Background: an optimization exercise with open tools, aiming at small area, a short achievable clock period and few clock cycles. Do not read the settings as production practice. The RTL was checked by simulation tests, not by an equivalence proof against the original design.

Setup of before:
// alu
module alu #(
    parameter INST_W = 4,
    parameter INT_W  = 6,
    parameter FRAC_W = 10,
    parameter DATA_W = INT_W + FRAC_W
)(
    input                      i_clk,
    input                      i_rst_n,
    input                      i_in_valid,
    output                     o_busy,
    input         [INST_W-1:0] i_inst,
    input  signed [DATA_W-1:0] i_data_a,
    input  signed [DATA_W-1:0] i_data_b,
    output                     o_out_valid,
    output        [DATA_W-1:0] o_data
);
==> flow/config.mk <==
export PLATFORM = sky130hd
export DESIGN_NAME = alu
export DESIGN_NICKNAME = alu
export VERILOG_FILES = /design/flow/design.v
export SDC_FILE = /design/flow/constraint.sdc
export NUM_CORES = 4
export LEC_CHECK = 0
export ABC_AREA = 1
export CAP_MARGIN = 20
export CORE_MARGIN = 2
export CORE_UTILIZATION = 40
export SLEW_MARGIN = 20
==> flow/constraint.sdc <==
create_clock -name core_clock -period 27.0 [get_ports {i_clk}]
set_input_delay 5.4000 -clock core_clock [delete_from_list [all_inputs] [get_ports {i_clk}]]
set_output_delay 5.4000 -clock core_clock [all_outputs]
set_load 0.01 [all_outputs]
standard.sh (not shown) runs the stock make flow with config.mk's settings and CLKGATE_MAP_FILE= SYNTH_SCRIPT=/design/flow/synth_recipe.tcl, a recipe that flattens the netlist after the stock synthesis.
==> flow/flow/run.sh <==
#!/bin/bash
# The standard layout, with faster port buffers and timing repair aimed
# at a shorter period than the design's (the SDC itself is unchanged).
set -euo pipefail
bash standard.sh \
  BUFFER_PORTS_ARGS="-buffer_cell sky130_fd_sc_hd__buf_4" \
  SETUP_SLACK_MARGIN=20.5 \
  finish > standard.log 2>&1
Testbench counts of before, summed over its fixed seeds: cycles 3,586.
Modified inputs, after compared to before
--- a/flow/design.v
+++ b/flow/design.v
@@ -11,71 +11,75 @@
     input         [INST_W-1:0] i_inst,
     input  signed [DATA_W-1:0] i_data_a,
     input  signed [DATA_W-1:0] i_data_b,
     output                     o_out_valid,
     output        [DATA_W-1:0] o_data
 );
 reg        v0;
 reg [3:0]  op0;
 reg [15:0] a0, b0;
-reg        busy_r;
+reg        busy_r;       
+reg        busy_i;       
 always @(posedge i_clk) begin
     op0 <= i_inst;
     b0  <= i_data_b;
-    if (!busy_r) a0 <= i_data_a;
+    if (!busy_i) a0 <= i_data_a;
 end
 reg        s1_res;       
 reg        s1_mac;       
 reg        s1_sin;       
 reg        s1_neg;       
 reg  [2:0] row_cnt;      
 reg  [3:0] t_cnt;        
 reg        out_valid_r;
 wire s0_res  = v0 && (op0 != 4'b1001);
 wire s0_row  = v0 && (op0 == 4'b1001);
 wire s0_last = s0_row && (row_cnt == 3'd7);
 wire rows7   = s0_row ? (row_cnt == 3'd6) : (row_cnt == 3'd7);
 wire mac0    = s0_res && (op0 == 4'b0010);
+wire last_in = i_in_valid && rows7;
 always @(posedge i_clk or negedge i_rst_n) begin
     if (!i_rst_n) begin
         v0          <= 1'b0;
         s1_res      <= 1'b0;
         s1_mac      <= 1'b0;
         row_cnt     <= 3'd0;
         t_cnt       <= 4'd0;
         busy_r      <= 1'b0;
+        busy_i      <= 1'b0;
         out_valid_r <= 1'b0;
     end else begin
         v0          <= i_in_valid;
         s1_res      <= s0_res;
         s1_mac      <= mac0;
         if (s0_row) row_cnt <= row_cnt + 3'd1;
-        if (s0_last) t_cnt <= 4'd8;
+        if (last_in) t_cnt <= 4'd9;
         else if (t_cnt != 4'd0) t_cnt <= t_cnt + 4'd1;
-        busy_r      <= (i_in_valid && rows7) || (busy_r && (t_cnt != 4'd13));
-        out_valid_r <= s1_res || t_cnt[3];
+        busy_r      <= last_in || (busy_r && (t_cnt != 4'd13));
+        busy_i      <= last_in || (busy_i && (t_cnt != 4'd13));
+        out_valid_r <= last_in || s1_res || t_cnt[3];
     end
 end
 always @(posedge i_clk) begin
     s1_sin <= (op0 == 4'b0011);
     s1_neg <= a0[11];
 end
 assign o_busy      = busy_r;
 assign o_out_valid = out_valid_r;
 reg [13:0] m [0:7];
-reg [3:0]  r7lo;
+reg [1:0]  r7lo;
 integer i;
 always @(posedge i_clk) begin
     if (s0_row && !s0_last) begin
         for (i = 0; i < 8; i = i + 1)
             m[i] <= {m[i][11:0], a0[(14-i*2)+:2]};
     end
-    if (s0_last) r7lo <= a0[3:0];
+    if (s0_last) r7lo <= a0[1:0];
 end
 wire        is_sub = op0[0];
 wire [15:0] bx     = is_sub ? ~b0 : b0;
 wire [15:0] sum_r  = a0 + bx + {15'd0, is_sub};
 reg  [15:0] addsub_r;
 always @(*) begin
     if (!a0[15] && !bx[15] && sum_r[15])      addsub_r = 16'h7FFF;
     else if (a0[15] && bx[15] && !sum_r[15])  addsub_r = 16'h8000;
     else                                      addsub_r = sum_r;
@@ -579,20 +583,23 @@
         if (acc_n[34:0] >= {{10{1'b0}}, {16{1'b1}}, {9{1'b0}}}) mac_r = 16'h7FFF;
         else mac_r = acc_n[25:10] + {15'd0, acc_n[9]};
     end else begin
         if (acc_n[34:0] <= {{10{1'b1}}, {16{1'b0}}, {9{1'b1}}}) mac_r = 16'h8000;
         else mac_r = acc_n[25:10] + {15'd0, acc_n[9]};
     end
 end
 wire [12:0] sin_s = s1_neg ? (~r1[12:0] + 13'd1) : r1[12:0];
 wire [2:0]  tc    = t_cnt[2:0];
-wire [1:0]  t_lst = (tc == 3'd6) ? r7lo[3:2] : (tc == 3'd7) ? r7lo[1:0] : a0[(14-tc*2)+:2];
+wire [1:0]  t_lst = (tc == 3'd7) ? r7lo : a0[(14-tc*2)+:2];
 wire [15:0] t_col = {m[tc], t_lst};
+wire [15:0] t_0   = s0_row ? {m[0][11:0], a0[15:14], i_data_a[15:14]}
+                           : {m[0], i_data_a[15:14]};
 reg [15:0] o_data_r;
 always @(posedge i_clk) begin
-    if (t_cnt[3])    o_data_r <= t_col;
+    if (last_in)     o_data_r <= t_0;
+    else if (t_cnt[3]) o_data_r <= t_col;
     else if (s1_mac) o_data_r <= mac_r;
     else if (s1_sin) o_data_r <= {{3{sin_s[12]}}, sin_s};
     else             o_data_r <= r1[15:0];
 end
 assign o_data = o_data_r;
 endmodule
==> comparison <==
- Delta(final cell count, after - before) > 0
- Count of flip-flops with a built-in enable after synthesis ended up 1.5% lower on after than on before.
- Between before and after, the flow reports die area increasing slightly.
- Summary of after over before: path length in cells of the critical path higher; tightest slew margin relative to the limit lower; flip-flop and latch share of the layout cell area lower.
Testbench counts of after, summed over its fixed seeds: cycles 3,420.

[separate check: timing with driven ports]
No port has a modelled driver above. Below, the same layouts with a new extraction and two added sets of constraints.
Step 1, drivers: a clkbuf_16 drives i_clk and a buf_2 each remaining input, both assumed.
Step 2 moves the port delays by t, midway between the first and last clock arrival at a register: inputs arrive t later, outputs are due t later. That takes back most of the time a late clock gives input paths.
Slacks: ideal ports / drivers / drivers and shift; pairs: ideal ports / drivers.
run | t (ns) | setup slack, ns | worst hold slack (ns) | worst data-port slew with drivers (ns)
before | 0.645 | 20.470 / 20.407 / 20.742 | 0.432 / 0.432 / 0.432 | 0.06
after | 0.663 | 20.492 / 20.427 / 20.167 | 0.444 / 0.444 / 0.444 | 0.08
After both steps every run listed still meets setup and hold. The setup slack of after, which loses most, moves by -0.065 ns with the drivers and by -0.325 ns with both steps.
